From an optimization exercise on the open Yosys and OpenROAD flow, aimed at small area; shortcuts taken in it are not production practice.
The RTL was checked by simulation tests, not by an equivalence proof against the original design.
Power is estimated from default activity; no workload was simulated.

===== design.v =====
module moldudp64_handler (
    input  wire        clk,
    input  wire        rst,
    input  wire        udp_payload_valid,
    input  wire [7:0]  udp_payload_data,
    input  wire        udp_payload_start,
    input  wire        udp_payload_end,
    output wire        itch_msg_valid,
    output wire [7:0]  itch_msg_data,
    output wire        itch_msg_start,
    output wire        itch_msg_end,
    output wire [79:0] session_id,
    output wire [63:0] sequence_number,
    output wire [15:0] message_count,
    output wire        session_valid,
    output wire        sequence_gap,
    output wire [31:0] gap_count,
    output wire [31:0] packet_count,
    output wire [31:0] msg_extracted
);
    localparam [2:0] IDLE               = 3'd0,
                     PARSE_SESSION_ID   = 3'd1,
                     PARSE_SEQUENCE_NUM = 3'd2,
                     PARSE_MSG_COUNT    = 3'd3,
                     PARSE_MSG_LEN      = 3'd4,
                     FORWARD_MSG_DATA   = 3'd5,
                     PACKET_END         = 3'd6,
                     ERROR_STATE        = 3'd7;
    reg [2:0]  state;
    reg [79:0] session_id_reg;
    reg [63:0] sequence_num_reg;
    reg [15:0] msg_count_reg;
    reg [63:0] expected_seq;
    reg        seq_initialized;
    reg [15:0] current_msg_len;
    reg [15:0] msg_byte_cnt;
    reg [15:0] msgs_remaining;
    reg [7:0]  header_byte_cnt;
    reg [31:0] pkt_count;
    reg [31:0] msg_count_stat;
    reg [31:0] gap_cnt;
    reg        out_valid;
    reg [7:0]  out_data;
    reg        out_start;
    reg        out_end;
    reg        gap_detected;
    reg        msg_first_byte;
    wire [15:0] new_msg_count = {msg_count_reg[15:8], udp_payload_data};
    always @(posedge clk) begin
        if (rst) begin
            state           <= IDLE;
            header_byte_cnt <= 8'd0;
            msg_byte_cnt    <= 16'd0;
            current_msg_len <= 16'd0;
            msgs_remaining  <= 16'd0;
            pkt_count       <= 32'd0;
            msg_count_stat  <= 32'd0;
            gap_cnt         <= 32'd0;
            seq_initialized <= 1'b0;
            out_valid       <= 1'b0;
            out_start       <= 1'b0;
            out_end         <= 1'b0;
            gap_detected    <= 1'b0;
            msg_first_byte  <= 1'b0;
        end else begin
            out_start    <= 1'b0;
            out_end      <= 1'b0;
            out_valid    <= 1'b0;
            gap_detected <= 1'b0;
            case (state)
                IDLE: begin
                    if (udp_payload_start && udp_payload_valid) begin
                        state <= PARSE_SESSION_ID;
                        session_id_reg[79:72] <= udp_payload_data;
                        header_byte_cnt <= 8'd1;
                    end
                end
                PARSE_SESSION_ID: begin
                    if (udp_payload_valid) begin
                        case (header_byte_cnt)
                            8'd1: session_id_reg[71:64] <= udp_payload_data;
                            8'd2: session_id_reg[63:56] <= udp_payload_data;
                            8'd3: session_id_reg[55:48] <= udp_payload_data;
                            8'd4: session_id_reg[47:40] <= udp_payload_data;
                            8'd5: session_id_reg[39:32] <= udp_payload_data;
                            8'd6: session_id_reg[31:24] <= udp_payload_data;
                            8'd7: session_id_reg[23:16] <= udp_payload_data;
                            8'd8: session_id_reg[15:8]  <= udp_payload_data;
                            8'd9: begin
                                session_id_reg[7:0] <= udp_payload_data;
                                state <= PARSE_SEQUENCE_NUM;
                                header_byte_cnt <= 8'd0;
                            end
                            default: ;
                        endcase
                        if (header_byte_cnt < 8'd9)
                            header_byte_cnt <= header_byte_cnt + 8'd1;
                    end
                    if (udp_payload_end)
                        state <= ERROR_STATE;
                end
                PARSE_SEQUENCE_NUM: begin
                    if (udp_payload_valid) begin
                        case (header_byte_cnt)
                            8'd0: sequence_num_reg[63:56] <= udp_payload_data;
                            8'd1: sequence_num_reg[55:48] <= udp_payload_data;
                            8'd2: sequence_num_reg[47:40] <= udp_payload_data;
                            8'd3: sequence_num_reg[39:32] <= udp_payload_data;
                            8'd4: sequence_num_reg[31:24] <= udp_payload_data;
                            8'd5: sequence_num_reg[23:16] <= udp_payload_data;
                            8'd6: sequence_num_reg[15:8]  <= udp_payload_data;
                            8'd7: begin
                                sequence_num_reg[7:0] <= udp_payload_data;
                                state <= PARSE_MSG_COUNT;
                                header_byte_cnt <= 8'd0;
                            end
                            default: ;
                        endcase
                        if (header_byte_cnt < 8'd7)
                            header_byte_cnt <= header_byte_cnt + 8'd1;
                    end
                    if (udp_payload_end)
                        state <= ERROR_STATE;
                end
                PARSE_MSG_COUNT: begin
                    if (udp_payload_valid) begin
                        case (header_byte_cnt)
                            8'd0: msg_count_reg[15:8] <= udp_payload_data;
                            8'd1: begin
                                msg_count_reg[7:0] <= udp_payload_data;
                                if (seq_initialized) begin
                                    if (sequence_num_reg != expected_seq) begin
                                        gap_detected <= 1'b1;
                                        gap_cnt <= gap_cnt + 32'd1;
                                    end
                                end
                                seq_initialized <= 1'b1;
                                expected_seq <= sequence_num_reg + {48'd0, new_msg_count};
                                msgs_remaining <= new_msg_count;
                                if (new_msg_count == 16'd0) begin
                                    state <= PACKET_END;
                                end else begin
                                    state <= PARSE_MSG_LEN;
                                    header_byte_cnt <= 8'd0;
                                end
                                pkt_count <= pkt_count + 32'd1;
                            end
                            default: ;
                        endcase
                        if (header_byte_cnt < 8'd1)
                            header_byte_cnt <= header_byte_cnt + 8'd1;
                    end
                    if (udp_payload_end)
                        state <= ERROR_STATE;
                end
                PARSE_MSG_LEN: begin
                    if (udp_payload_valid) begin
                        case (header_byte_cnt)
                            8'd0: current_msg_len[15:8] <= udp_payload_data;
                            8'd1: begin
                                current_msg_len[7:0] <= udp_payload_data;
                                if (current_msg_len[15:8] == 8'h00 && udp_payload_data == 8'h00) begin
                                    msgs_remaining <= msgs_remaining - 16'd1;
                                    if (msgs_remaining <= 16'd1)
                                        state <= PACKET_END;
                                    else
                                        header_byte_cnt <= 8'd0;
                                end else begin
                                    state <= FORWARD_MSG_DATA;
                                    msg_byte_cnt <= 16'd0;
                                    msg_first_byte <= 1'b1;
                                end
                            end
                            default: ;
                        endcase
                        if (header_byte_cnt < 8'd1)
                            header_byte_cnt <= header_byte_cnt + 8'd1;
                    end
                    if (udp_payload_end)
                        state <= ERROR_STATE;
                end
                FORWARD_MSG_DATA: begin
                    if (udp_payload_valid) begin
                        out_valid <= 1'b1;
                        out_data <= udp_payload_data;
                        msg_byte_cnt <= msg_byte_cnt + 16'd1;
                        if (msg_first_byte) begin
                            out_start <= 1'b1;
                            msg_first_byte <= 1'b0;
                        end
                        if (msg_byte_cnt >= current_msg_len - 16'd1) begin
                            out_end <= 1'b1;
                            msgs_remaining <= msgs_remaining - 16'd1;
                            msg_count_stat <= msg_count_stat + 32'd1;
                            if (msgs_remaining <= 16'd1) begin
                                state <= PACKET_END;
                            end else begin
                                state <= PARSE_MSG_LEN;
                                header_byte_cnt <= 8'd0;
                            end
                        end
                    end
                    if (udp_payload_end) begin
                        if (msg_byte_cnt < current_msg_len - 16'd1)
                            state <= ERROR_STATE;    
                        else
                            state <= IDLE;
                    end
                end
                PACKET_END: begin
                    if (udp_payload_end || !udp_payload_valid)
                        state <= IDLE;
                end
                ERROR_STATE: begin
                    state <= IDLE;
                end
                default: state <= IDLE;
            endcase
        end
    end
    assign itch_msg_valid  = out_valid;
    assign itch_msg_data   = out_data;
    assign itch_msg_start  = out_start;
    assign itch_msg_end    = out_end;
    assign session_id      = session_id_reg;
    assign sequence_number = sequence_num_reg;
    assign message_count   = msg_count_reg;
    assign session_valid   = seq_initialized;
    assign sequence_gap    = gap_detected;
    assign gap_count       = gap_cnt;
    assign packet_count    = pkt_count;
    assign msg_extracted   = msg_count_stat;
endmodule
module nasdaq_itch_parser (
    input  wire        clk,
    input  wire        rst,
    input  wire        itch_msg_valid,
    input  wire [7:0]  itch_msg_data,
    input  wire        itch_msg_start,
    input  wire        itch_msg_end,
    output reg         msg_valid,
    output wire [7:0]  msg_type,
    output reg         msg_error,
    output reg         add_order_valid,
    output wire [15:0] stock_locate,
    output wire [15:0] tracking_number,
    output wire [47:0] timestamp,
    output wire [63:0] order_ref,
    output wire        buy_sell,
    output wire [31:0] shares,
    output wire [63:0] stock_symbol,
    output wire [31:0] price,
    output reg         order_executed_valid,
    output wire [31:0] exec_shares,
    output wire [63:0] match_number,
    output reg         order_cancel_valid,
    output wire [31:0] cancel_shares,
    output reg         order_delete_valid,
    output reg         order_replace_valid,
    output wire [63:0] original_order_ref,
    output wire [63:0] new_order_ref,
    output wire [31:0] new_shares,
    output wire [31:0] new_price,
    output wire [31:0] total_messages,
    output wire [31:0] filtered_messages
);
    localparam [2:0] IDLE        = 3'd0,
                     READ_TYPE   = 3'd1,
                     COUNT_BYTES = 3'd2,
                     COMPLETE    = 3'd3,
                     ERROR       = 3'd4;
    localparam [7:0] MSG_ADD_ORDER      = 8'h41;   
    localparam [7:0] MSG_ORDER_EXECUTED = 8'h45;   
    localparam [7:0] MSG_ORDER_DELETE   = 8'h44;   
    localparam [7:0] MSG_ORDER_CANCEL   = 8'h58;   
    localparam [7:0] MSG_ORDER_REPLACE  = 8'h55;   
    localparam [7:0] MSG_SYSTEM_EVENT   = 8'h53;   
    localparam [7:0] MSG_STOCK_DIR      = 8'h52;   
    localparam [7:0] MSG_TRADE          = 8'h50;   
    localparam [7:0] MSG_CROSS_TRADE    = 8'h51;   
    localparam ENABLE_SYMBOL_FILTER = 0;
    reg [2:0]  state;
    reg [7:0]  current_msg_type;
    reg [7:0]  expected_length;
    reg [7:0]  byte_counter;
    reg [15:0] stock_locate_reg;
    reg [15:0] tracking_number_reg;
    reg [47:0] timestamp_reg;
    reg [63:0] order_ref_reg;
    reg        buy_sell_reg;
    reg [31:0] shares_reg;
    reg [63:0] stock_symbol_reg;
    reg [31:0] price_reg;
    reg [31:0] exec_shares_reg;
    reg [63:0] match_number_reg;
    reg [31:0] cancel_shares_reg;
    reg [63:0] original_order_ref_reg;
    reg [63:0] new_order_ref_reg;
    reg [31:0] new_shares_reg;
    reg [31:0] new_price_reg;
    reg [31:0] total_msg_counter;
    reg [31:0] filtered_msg_counter;
    function [7:0] get_msg_length;
        input [7:0] t;
        begin
            case (t)
                MSG_SYSTEM_EVENT:   get_msg_length = 8'd12;
                MSG_STOCK_DIR:      get_msg_length = 8'd39;
                MSG_ADD_ORDER:      get_msg_length = 8'd36;
                MSG_ORDER_EXECUTED: get_msg_length = 8'd31;
                MSG_ORDER_CANCEL:   get_msg_length = 8'd23;
                MSG_ORDER_DELETE:   get_msg_length = 8'd19;
                MSG_ORDER_REPLACE:  get_msg_length = 8'd35;
                MSG_TRADE:          get_msg_length = 8'd44;
                MSG_CROSS_TRADE:    get_msg_length = 8'd40;
                default:            get_msg_length = 8'd0;
            endcase
        end
    endfunction
    function is_symbol_filtered;
        input [63:0] sym;
        begin
            if (!ENABLE_SYMBOL_FILTER)
                is_symbol_filtered = 1'b1;
            else
                is_symbol_filtered =
                    sym == 64'h4141504C20202020 || sym == 64'h54534C4120202020 ||
                    sym == 64'h5350592020202020 || sym == 64'h5151512020202020 ||
                    sym == 64'h474F4F474C202020 || sym == 64'h4D53465420202020 ||
                    sym == 64'h414D5A4E20202020 || sym == 64'h4E56444120202020 ||
                    sym == 64'h4248502020202020 || sym == 64'h4342412020202020 ||
                    sym == 64'h43534C2020202020 || sym == 64'h5742432020202020 ||
                    sym == 64'h4E41422020202020 || sym == 64'h414E5A2020202020 ||
                    sym == 64'h5745532020202020 || sym == 64'h574F572020202020;
        end
    endfunction
    wire [8:0] byte_counter_p1 = {1'b0, byte_counter} + 9'd1;
    wire       last_byte       = byte_counter_p1 >= {1'b0, expected_length};
    always @(posedge clk) begin
        if (rst) begin
            state                <= IDLE;
            current_msg_type     <= 8'd0;
            expected_length      <= 8'd0;
            byte_counter         <= 8'd0;
            msg_valid            <= 1'b0;
            msg_error            <= 1'b0;
            add_order_valid      <= 1'b0;
            order_executed_valid <= 1'b0;
            order_cancel_valid   <= 1'b0;
            order_delete_valid   <= 1'b0;
            order_replace_valid  <= 1'b0;
            total_msg_counter    <= 32'd0;
            filtered_msg_counter <= 32'd0;
        end else begin
            msg_valid            <= 1'b0;
            msg_error            <= 1'b0;
            add_order_valid      <= 1'b0;
            order_executed_valid <= 1'b0;
            order_cancel_valid   <= 1'b0;
            order_delete_valid   <= 1'b0;
            order_replace_valid  <= 1'b0;
            case (state)
                IDLE: begin
                    if (itch_msg_start && itch_msg_valid) begin
                        current_msg_type <= itch_msg_data;
                        expected_length  <= get_msg_length(itch_msg_data);
                        byte_counter     <= 8'd1;
                        if (get_msg_length(itch_msg_data) == 8'd0)
                            state <= ERROR;
                        else
                            state <= COUNT_BYTES;
                    end
                end
                READ_TYPE: begin
                    state <= IDLE;
                end
                COUNT_BYTES: begin
                    if (itch_msg_valid) begin
                        if (current_msg_type == MSG_ADD_ORDER) begin
                            case (byte_counter)
                            8'd1: stock_locate_reg[15:8] <= itch_msg_data;
                            8'd2: stock_locate_reg[7:0] <= itch_msg_data;
                            8'd3: tracking_number_reg[15:8] <= itch_msg_data;
                            8'd4: tracking_number_reg[7:0] <= itch_msg_data;
                            8'd5: timestamp_reg[47:40] <= itch_msg_data;
                            8'd6: timestamp_reg[39:32] <= itch_msg_data;
                            8'd7: timestamp_reg[31:24] <= itch_msg_data;
                            8'd8: timestamp_reg[23:16] <= itch_msg_data;
                            8'd9: timestamp_reg[15:8] <= itch_msg_data;
                            8'd10: timestamp_reg[7:0] <= itch_msg_data;
                            8'd11: order_ref_reg[63:56] <= itch_msg_data;
                            8'd12: order_ref_reg[55:48] <= itch_msg_data;
                            8'd13: order_ref_reg[47:40] <= itch_msg_data;
                            8'd14: order_ref_reg[39:32] <= itch_msg_data;
                            8'd15: order_ref_reg[31:24] <= itch_msg_data;
                            8'd16: order_ref_reg[23:16] <= itch_msg_data;
                            8'd17: order_ref_reg[15:8] <= itch_msg_data;
                            8'd18: order_ref_reg[7:0] <= itch_msg_data;
                            8'd19: buy_sell_reg <= (itch_msg_data == 8'h42);
                            8'd20: shares_reg[31:24] <= itch_msg_data;
                            8'd21: shares_reg[23:16] <= itch_msg_data;
                            8'd22: shares_reg[15:8] <= itch_msg_data;
                            8'd23: shares_reg[7:0] <= itch_msg_data;
                            8'd24: stock_symbol_reg[63:56] <= itch_msg_data;
                            8'd25: stock_symbol_reg[55:48] <= itch_msg_data;
                            8'd26: stock_symbol_reg[47:40] <= itch_msg_data;
                            8'd27: stock_symbol_reg[39:32] <= itch_msg_data;
                            8'd28: stock_symbol_reg[31:24] <= itch_msg_data;
                            8'd29: stock_symbol_reg[23:16] <= itch_msg_data;
                            8'd30: stock_symbol_reg[15:8] <= itch_msg_data;
                            8'd31: stock_symbol_reg[7:0] <= itch_msg_data;
                            8'd32: price_reg[31:24] <= itch_msg_data;
                            8'd33: price_reg[23:16] <= itch_msg_data;
                            8'd34: price_reg[15:8] <= itch_msg_data;
                            8'd35: price_reg[7:0] <= itch_msg_data;
                            default: ;
                            endcase
                        end else if (current_msg_type == MSG_ORDER_EXECUTED) begin
                            case (byte_counter)
                            8'd11: order_ref_reg[63:56] <= itch_msg_data;
                            8'd12: order_ref_reg[55:48] <= itch_msg_data;
                            8'd13: order_ref_reg[47:40] <= itch_msg_data;
                            8'd14: order_ref_reg[39:32] <= itch_msg_data;
                            8'd15: order_ref_reg[31:24] <= itch_msg_data;
                            8'd16: order_ref_reg[23:16] <= itch_msg_data;
                            8'd17: order_ref_reg[15:8] <= itch_msg_data;
                            8'd18: order_ref_reg[7:0] <= itch_msg_data;
                            8'd19: exec_shares_reg[31:24] <= itch_msg_data;
                            8'd20: exec_shares_reg[23:16] <= itch_msg_data;
                            8'd21: exec_shares_reg[15:8] <= itch_msg_data;
                            8'd22: exec_shares_reg[7:0] <= itch_msg_data;
                            8'd23: match_number_reg[63:56] <= itch_msg_data;
                            8'd24: match_number_reg[55:48] <= itch_msg_data;
                            8'd25: match_number_reg[47:40] <= itch_msg_data;
                            8'd26: match_number_reg[39:32] <= itch_msg_data;
                            8'd27: match_number_reg[31:24] <= itch_msg_data;
                            8'd28: match_number_reg[23:16] <= itch_msg_data;
                            8'd29: match_number_reg[15:8] <= itch_msg_data;
                            8'd30: match_number_reg[7:0] <= itch_msg_data;
                            default: ;
                            endcase
                        end else if (current_msg_type == MSG_ORDER_CANCEL) begin
                            case (byte_counter)
                            8'd11: order_ref_reg[63:56] <= itch_msg_data;
                            8'd12: order_ref_reg[55:48] <= itch_msg_data;
                            8'd13: order_ref_reg[47:40] <= itch_msg_data;
                            8'd14: order_ref_reg[39:32] <= itch_msg_data;
                            8'd15: order_ref_reg[31:24] <= itch_msg_data;
                            8'd16: order_ref_reg[23:16] <= itch_msg_data;
                            8'd17: order_ref_reg[15:8] <= itch_msg_data;
                            8'd18: order_ref_reg[7:0] <= itch_msg_data;
                            8'd19: cancel_shares_reg[31:24] <= itch_msg_data;
                            8'd20: cancel_shares_reg[23:16] <= itch_msg_data;
                            8'd21: cancel_shares_reg[15:8] <= itch_msg_data;
                            8'd22: cancel_shares_reg[7:0] <= itch_msg_data;
                            default: ;
                            endcase
                        end else if (current_msg_type == MSG_ORDER_DELETE) begin
                            case (byte_counter)
                            8'd11: order_ref_reg[63:56] <= itch_msg_data;
                            8'd12: order_ref_reg[55:48] <= itch_msg_data;
                            8'd13: order_ref_reg[47:40] <= itch_msg_data;
                            8'd14: order_ref_reg[39:32] <= itch_msg_data;
                            8'd15: order_ref_reg[31:24] <= itch_msg_data;
                            8'd16: order_ref_reg[23:16] <= itch_msg_data;
                            8'd17: order_ref_reg[15:8] <= itch_msg_data;
                            8'd18: order_ref_reg[7:0] <= itch_msg_data;
                            default: ;
                            endcase
                        end else if (current_msg_type == MSG_ORDER_REPLACE) begin
                            case (byte_counter)
                            8'd11: original_order_ref_reg[63:56] <= itch_msg_data;
                            8'd12: original_order_ref_reg[55:48] <= itch_msg_data;
                            8'd13: original_order_ref_reg[47:40] <= itch_msg_data;
                            8'd14: original_order_ref_reg[39:32] <= itch_msg_data;
                            8'd15: original_order_ref_reg[31:24] <= itch_msg_data;
                            8'd16: original_order_ref_reg[23:16] <= itch_msg_data;
                            8'd17: original_order_ref_reg[15:8] <= itch_msg_data;
                            8'd18: original_order_ref_reg[7:0] <= itch_msg_data;
                            8'd19: new_order_ref_reg[63:56] <= itch_msg_data;
                            8'd20: new_order_ref_reg[55:48] <= itch_msg_data;
                            8'd21: new_order_ref_reg[47:40] <= itch_msg_data;
                            8'd22: new_order_ref_reg[39:32] <= itch_msg_data;
                            8'd23: new_order_ref_reg[31:24] <= itch_msg_data;
                            8'd24: new_order_ref_reg[23:16] <= itch_msg_data;
                            8'd25: new_order_ref_reg[15:8] <= itch_msg_data;
                            8'd26: new_order_ref_reg[7:0] <= itch_msg_data;
                            8'd27: new_shares_reg[31:24] <= itch_msg_data;
                            8'd28: new_shares_reg[23:16] <= itch_msg_data;
                            8'd29: new_shares_reg[15:8] <= itch_msg_data;
                            8'd30: new_shares_reg[7:0] <= itch_msg_data;
                            8'd31: new_price_reg[31:24] <= itch_msg_data;
                            8'd32: new_price_reg[23:16] <= itch_msg_data;
                            8'd33: new_price_reg[15:8] <= itch_msg_data;
                            8'd34: new_price_reg[7:0] <= itch_msg_data;
                            default: ;
                            endcase
                        end
                        byte_counter <= byte_counter + 8'd1;
                        if (last_byte)
                            state <= COMPLETE;
                    end
                    if (itch_msg_end && !last_byte)
                        state <= ERROR;
                end
                COMPLETE: begin
                    total_msg_counter <= total_msg_counter + 32'd1;
                    if (current_msg_type == MSG_ADD_ORDER) begin
                        if (is_symbol_filtered(stock_symbol_reg)) begin
                            msg_valid <= 1'b1;
                            add_order_valid <= 1'b1;
                            filtered_msg_counter <= filtered_msg_counter + 32'd1;
                        end
                    end else if (current_msg_type == MSG_ORDER_EXECUTED) begin
                        msg_valid <= 1'b1;
                        order_executed_valid <= 1'b1;
                        filtered_msg_counter <= filtered_msg_counter + 32'd1;
                    end else if (current_msg_type == MSG_ORDER_CANCEL) begin
                        msg_valid <= 1'b1;
                        order_cancel_valid <= 1'b1;
                        filtered_msg_counter <= filtered_msg_counter + 32'd1;
                    end else if (current_msg_type == MSG_ORDER_DELETE) begin
                        msg_valid <= 1'b1;
                        order_delete_valid <= 1'b1;
                        filtered_msg_counter <= filtered_msg_counter + 32'd1;
                    end else if (current_msg_type == MSG_ORDER_REPLACE) begin
                        msg_valid <= 1'b1;
                        order_replace_valid <= 1'b1;
                        filtered_msg_counter <= filtered_msg_counter + 32'd1;
                    end
                    state <= IDLE;
                end
                ERROR: begin
                    msg_error <= 1'b1;
                    state <= IDLE;
                end
                default: state <= IDLE;
            endcase
            if (itch_msg_end) begin
                if (state != COMPLETE && state != IDLE && state != ERROR) begin
                    if (!(state == COUNT_BYTES && last_byte)) begin
                        msg_error <= 1'b1;
                        state <= IDLE;
                    end
                end
            end
        end
    end
    assign msg_type           = current_msg_type;
    assign stock_locate       = stock_locate_reg;
    assign tracking_number    = tracking_number_reg;
    assign timestamp          = timestamp_reg;
    assign order_ref          = order_ref_reg;
    assign buy_sell           = buy_sell_reg;
    assign shares             = shares_reg;
    assign stock_symbol       = stock_symbol_reg;
    assign price              = price_reg;
    assign exec_shares        = exec_shares_reg;
    assign match_number       = match_number_reg;
    assign cancel_shares      = cancel_shares_reg;
    assign original_order_ref = original_order_ref_reg;
    assign new_order_ref      = new_order_ref_reg;
    assign new_shares         = new_shares_reg;
    assign new_price          = new_price_reg;
    assign total_messages     = total_msg_counter;
    assign filtered_messages  = filtered_msg_counter;
endmodule
module nasdaq_moldudp_itch (
    input  wire        clk,
    input  wire        rst,
    input  wire        udp_payload_valid,
    input  wire [7:0]  udp_payload_data,
    input  wire        udp_payload_start,
    input  wire        udp_payload_end,
    output wire [79:0] session_id,
    output wire [63:0] sequence_number,
    output wire [15:0] message_count,
    output wire        session_valid,
    output wire        sequence_gap,
    output wire [31:0] gap_count,
    output wire [31:0] packet_count,
    output wire [31:0] msg_extracted,
    output wire        msg_valid,
    output wire [7:0]  msg_type,
    output wire        msg_error,
    output wire        add_order_valid,
    output wire [15:0] stock_locate,
    output wire [15:0] tracking_number,
    output wire [47:0] timestamp,
    output wire [63:0] order_ref,
    output wire        buy_sell,
    output wire [31:0] shares,
    output wire [63:0] stock_symbol,
    output wire [31:0] price,
    output wire        order_executed_valid,
    output wire [31:0] exec_shares,
    output wire [63:0] match_number,
    output wire        order_cancel_valid,
    output wire [31:0] cancel_shares,
    output wire        order_delete_valid,
    output wire        order_replace_valid,
    output wire [63:0] original_order_ref,
    output wire [63:0] new_order_ref,
    output wire [31:0] new_shares,
    output wire [31:0] new_price,
    output wire [31:0] total_messages,
    output wire [31:0] filtered_messages
);
    wire       mold_itch_valid;
    wire [7:0] mold_itch_data;
    wire       mold_itch_start;
    wire       mold_itch_end;
    moldudp64_handler moldudp64_inst (
        .clk               (clk),
        .rst               (rst),
        .udp_payload_valid (udp_payload_valid),
        .udp_payload_data  (udp_payload_data),
        .udp_payload_start (udp_payload_start),
        .udp_payload_end   (udp_payload_end),
        .itch_msg_valid    (mold_itch_valid),
        .itch_msg_data     (mold_itch_data),
        .itch_msg_start    (mold_itch_start),
        .itch_msg_end      (mold_itch_end),
        .session_id        (session_id),
        .sequence_number   (sequence_number),
        .message_count     (message_count),
        .session_valid     (session_valid),
        .sequence_gap      (sequence_gap),
        .gap_count         (gap_count),
        .packet_count      (packet_count),
        .msg_extracted     (msg_extracted)
    );
    nasdaq_itch_parser nasdaq_itch_inst (
        .clk                  (clk),
        .rst                  (rst),
        .itch_msg_valid       (mold_itch_valid),
        .itch_msg_data        (mold_itch_data),
        .itch_msg_start       (mold_itch_start),
        .itch_msg_end         (mold_itch_end),
        .msg_valid            (msg_valid),
        .msg_type             (msg_type),
        .msg_error            (msg_error),
        .add_order_valid      (add_order_valid),
        .stock_locate         (stock_locate),
        .tracking_number      (tracking_number),
        .timestamp            (timestamp),
        .order_ref            (order_ref),
        .buy_sell             (buy_sell),
        .shares               (shares),
        .stock_symbol         (stock_symbol),
        .price                (price),
        .order_executed_valid (order_executed_valid),
        .exec_shares          (exec_shares),
        .match_number         (match_number),
        .order_cancel_valid   (order_cancel_valid),
        .cancel_shares        (cancel_shares),
        .order_delete_valid   (order_delete_valid),
        .order_replace_valid  (order_replace_valid),
        .original_order_ref   (original_order_ref),
        .new_order_ref        (new_order_ref),
        .new_shares           (new_shares),
        .new_price            (new_price),
        .total_messages       (total_messages),
        .filtered_messages    (filtered_messages)
    );
endmodule

===== run.sh =====
#!/bin/bash
# synth_recipe.tcl (not shown) runs the flow's synth.tcl, then flattens the netlist and writes it again
# the make line also repeats each setting of config.mk as NAME=value (left out here)
make -C /OpenROAD-flow-scripts/flow DESIGN_CONFIG=/design/flow/config.mk WORK_HOME=/design/flow/orfs CLKGATE_MAP_FILE= SYNTH_SCRIPT=/design/flow/synth_recipe.tcl finish

===== config.mk =====
export PLATFORM = sky130hd
export DESIGN_NAME = nasdaq_moldudp_itch
export DESIGN_NICKNAME = nasdaq_moldudp_itch
export VERILOG_FILES = /design/flow/design.v
export SDC_FILE = /design/flow/constraint.sdc
export NUM_CORES = 4
export LEC_CHECK = 0
export CAP_MARGIN = 20
export CORE_MARGIN = 2
export CORE_UTILIZATION = 40
export SLEW_MARGIN = 20

===== constraint.sdc =====
create_clock -name core_clock -period 5.0 [get_ports {clk}]
set_input_delay 1.0000 -clock core_clock [delete_from_list [all_inputs] [get_ports {clk}]]
set_output_delay 1.0000 -clock core_clock [all_outputs]
set_load 0.01 [all_outputs]

==> notes.md <==
layer usage:
metal | wire (microns) | vias to the layer above | share of wire
met4 | 4460 | 0 | 0.032
met1 | 53600 | 14000 | 0.38
li1 | - | 12900 | -
met3 | 11800 | 197 | 0.084
met2 | 69800 | 1111 | 0.50
met5 | 0 | - | 0
cell families after synthesis:
kind of cell,count (synthesis),synth area share
AO/OA/AOI/OAI,352,0.0531
AND/OR/NAND/NOR,1007,0.124
buffers and inverters,156,0.0149
XOR/XNOR,246,0.0527
adder cells (fa/ha/maj),59,0.0181
multiplexers,21,0.00527
flip-flops,1081,0.732
layout make-up:
| class | instances | area, sq um |
|---|---|---|
| Clock buffer | 141 | 2990 |
| Tap cell | 1368 | 1710 |
| Timing Repair Buffer | 1006 | 9950 |
| Fill cell | 8474 | 45900 |
| Antenna cell | 2 | 5.00 |
| Clock inverter | 65 | 559 |
| Sequential cell | 1081 | 29900 |
| Multi-Input combinational cell | 1685 | 10400 |
| Inverter | 61 | 229 |
report_power, final:
part | internal [mW] | switching [mW]
sequential | 9.64 | 0.102
combinational | 0.324 | 0.584
clock | 4.59 | 3.51
total | 14.6 | 4.20
worst reg2reg max path: cells and delay by family (launching register included):
| family | cells | cell delay [ns] |
|---|---|---|
| simple gates | 8 | 1.79 |
| compound gates | 4 | 1.00 |
| buf+inv | 2 | 0.41 |
| flops | 1 | 0.35 |
| fa+ha+maj | 1 | 0.28 |
| xor+xnor | 1 | 0.17 |
per-stage QoR:
stage | setup WS (ns) | power (mW) | utilization | hold slack, ns | std cells
final | 0.886 | 18.8 | 0.548 | 0.456 | 5409
after detailed placement | 0.619 | 10.8 | 0.513 | 0.447 | 5201
after global placement | 0.769 | 10.8 | 0.513 | 0.442 | 5199
after global routing | 0.520 | 19.3 | 0.548 | 0.497 | 5409
after floorplan | 0.100 | 10.5 | - | 0.431 | 2922
after CTS | 0.916 | 18.9 | 0.548 | 0.455 | 5407
synth_stat cells (7+ instances only):
cell,n,area (sq um)
sky130_fd_sc_hd__edfxtp_1,825,24800
sky130_fd_sc_hd__nor2_1,309,1160
sky130_fd_sc_hd__dfxtp_1,256,5120
sky130_fd_sc_hd__nand2_1,184,691
sky130_fd_sc_hd__xnor2_1,176,1540
sky130_fd_sc_hd__a21oi_1,130,651
sky130_fd_sc_hd__nand3_1,91,455
sky130_fd_sc_hd__nand4_1,89,557
sky130_fd_sc_hd__clkbuf_1,87,327
sky130_fd_sc_hd__o21ai_0,80,400
sky130_fd_sc_hd__xor2_1,70,613
sky130_fd_sc_hd__nor3_1,65,325
sky130_fd_sc_hd__inv_1,60,225
sky130_fd_sc_hd__ha_1,56,701
sky130_fd_sc_hd__and3_1,51,319
sky130_fd_sc_hd__nor4_1,44,275
sky130_fd_sc_hd__or3_1,39,244
sky130_fd_sc_hd__and4_1,27,236
sky130_fd_sc_hd__o31ai_1,27,203
sky130_fd_sc_hd__nor2b_1,23,144
sky130_fd_sc_hd__and2_1,19,119
sky130_fd_sc_hd__mux2i_1,17,170
sky130_fd_sc_hd__or4_1,17,128
sky130_fd_sc_hd__o311ai_0,15,131
sky130_fd_sc_hd__o21a_1,14,105
sky130_fd_sc_hd__a21o_1,11,82.6
sky130_fd_sc_hd__a211oi_1,10,75.1
sky130_fd_sc_hd__a31oi_1,10,62.6
sky130_fd_sc_hd__nand2b_1,10,62.6
sky130_fd_sc_hd__a22oi_1,9,67.6
sky130_fd_sc_hd__nor3b_1,8,60.1
sky130_fd_sc_hd__o211ai_1,8,60.1
sky130_fd_sc_hd__a31o_2,7,61.3
worst paths after layout:
check | endpoint | cells after the start
worst min register to register | nasdaq_itch_inst.expected_length[5] | 2
worst min-delay path | nasdaq_itch_inst.expected_length[5] | 2
worst max register to register | moldudp64_inst.header_byte_cnt[0] | 16
worst max-delay path | moldudp64_inst.header_byte_cnt[0] | 16
==> implementation parameters <==
Parameter                              Value

Run status
  Result of the run    finished clean

Critical path
  Slowest cell on the critical path    sky130_fd_sc_hd__a2bb2oi_1
  Critical Path AT    between 4 and 5 ns
  Highest fanout seen on the critical path    17
  Worst setup path start    moldudp64_inst.current_msg_len[2]
  Start of the worst register-to-register path    moldudp64_inst.current_msg_len[2]
  Worst-case register-to-register setup slack    between 0.8 and 0.9 ns
  Slowest Stage Delay on Critical Path    roughly 0.48 ns
  Cell breakdown of the critical path    nor3_1, nand2b_1, nor4_1, nand2b_1, nor4_1, xnor2_1, ha_1, a21oi_1, o21a_1, a2bb2oi_1, nand2_1, nor3_1, buf_4, nor3_1, buf_4, a311oi_1
  Type of origin of the critical path    register
  Buffer and inverter count on the worst path    2
  Data required time at the worst endpoint    ~5.6 ns
  Worst Setup End Kind    register
  Dominant cell type by count on the critical path    sky130_fd_sc_hd__nor3_1
  Family of cells with the greatest summed delay on the critical path    simple AND/OR/NAND/NOR gates
  Kind of critical path    reg -> reg

Clock network
  Clock edge transition at the registers on the reported setup and hold paths    around 0.06 ns
  Post-CTS setup buffers    0
  CTS H-tree lvls    3
  Number of gates given a new drive strength after cts    0
  Clock tree root driver cell    sky130_fd_sc_hd__clkbuf_16
  Clock latency at the later pin of the worst-skew pair    a little over 0.7 ns
  Number of buffers created by CTS    110
  Number of hold buffers added after cts    0
  Largest buffer count on any clock path    3
  Clk sink count    about 1100
  CTS tree    done

Yosys
  Synthesized flop and latch total    1081
  Unique cell type count in the Yosys netlist    72
  Share of synthesized area occupied by flip-flops and latches    0.732
  Syn_nets    approximately 3000
  Dominant register cell in the synthesized netlist    sky130_fd_sc_hd__edfxtp_1
  Mapped Cells    between 2000 and 3000
  Count of warnings emitted by yosys    2
  Post-synth EDFFs    between 800 and 900
  FFs w/ async S/R, synth    0
  Average footprint of a synthesized cell    14.0 sq um
  Netlist area before placement    40900 sq um

Global routing
  Met3 track utilization from global routing    0.0727
  Antenna violations before repair    5
  Maximum number of pins on one net before global-route repair    roughly 170
  Overall routing resource usage    0.257
  Global-route wire length before repair    slightly below 200000 microns
  GR Util met1    0.309
  Routing usage on met2    0.442
  Most crowded layer after global routing    met2
  Grt ovf    0
  Via count of the first global-routing pass    between 20000 and 30000

Die
  Starting Density    0.402
  Io pins    roughly 940
  Row count    between 100 and 150
  Floorplan die height    approximately 320 microns
  Die boundary width    324 microns
  Die area    105000 sq um
  Floorplan core area    between 100000 and 150000 sq um

STA
  Final min period    4.11 ns
  Finish-stage setup viols    0
  Total count of hold-check failures in the final report    0
  Clk_skew    roughly 0.023 ns
  Setup TNS after final layout    0 ns
  Headroom to the max-slew limit    0.270
  Maximum achievable frequency    243 MHz
  Worst-margin pin slew    roughly 1.1 ns
  Share of the cycle needed by the critical path after routing    0.823
  Final number of max-transition violations    0
  Setup repair after global routing missed its margin    no

Routing
  Count of TritonRoute iterations in the first routing pass    6
  Vias/cell    roughly 5.2
  Post-route DRC    0
  Routed WL    ~140000 microns
  1st-iter DRT viols    2269
  Antenna viol nets, final    0
  Total via count in the routed design    28200
  DR WL/cell    ~26 microns

Placement
  Standard cell area after detailed placement    approximately 52000 sq um
  Quantity of I/O buffers inserted on ports    between 900 and 1000
  HPWL after DPL    roughly 100000 microns
  Final estimated routing congestion in global placement    between 0.8 and 0.9

Hold path
  Worst Hold Launch    nasdaq_itch_inst.expected_length[5]
  Path category of the worst min-delay check    reg -> reg

Final layout
  Most used cells in the layout excluding fill and tap cells    sky130_fd_sc_hd__clkdlybuf4s50_1, sky130_fd_sc_hd__edfxtp_1, sky130_fd_sc_hd__nor2_1
  Area Overhead vs Synth    36.4%
  NumNets Final    4015
  Most common library cell in the layout ignoring fill and taps    sky130_fd_sc_hd__clkdlybuf4s50_1
  Area of all placed cells without fillers    55700 sq um
  Share of cells above drive strength 1    0.0659
  Number of flip-flops under the largest register name    80

Flow run
  Count of max-cap constraint violations    0

Power and ir drop
  Static leakage    approximately 18 nW
  Worst IR Drop VDD    0.293 mV
  Pwr dens    337 nW/um^2

afterwards: timing with drivers on the ports:
The results above use ideal ports. As a check the final layout listed here was re-extracted and re-timed, cells and wires unchanged.
Step 1 (the two cells are an assumption about what drives the block):
set clk [get_ports {clk}]
set_driving_cell -lib_cell sky130_fd_sc_hd__clkbuf_16 $clk
set_driving_cell -lib_cell sky130_fd_sc_hd__buf_2 [delete_from_list [all_inputs] $clk]
Step 2, shift: input delay + t, output delay - t, t = (earliest + latest rising clock arrival at the registers) / 2. This alone moves slack from input paths to output paths.
a / b / c = ideal ports / drivers / drivers and shift; a / b = the first two.
t (ns): 0.764
setup slack, ns: 0.886 / 0.886 / 0.594
worst hold slack (ns): 0.456 / 0.456 / 0.456
worst data-port slew with drivers (ns): 0.10
pins driven straight from the clock port: 1
After both steps this run still meets setup and hold. For this run, drivers alone change the setup slack by 0.000 ns; drivers and shift together by -0.292 ns.
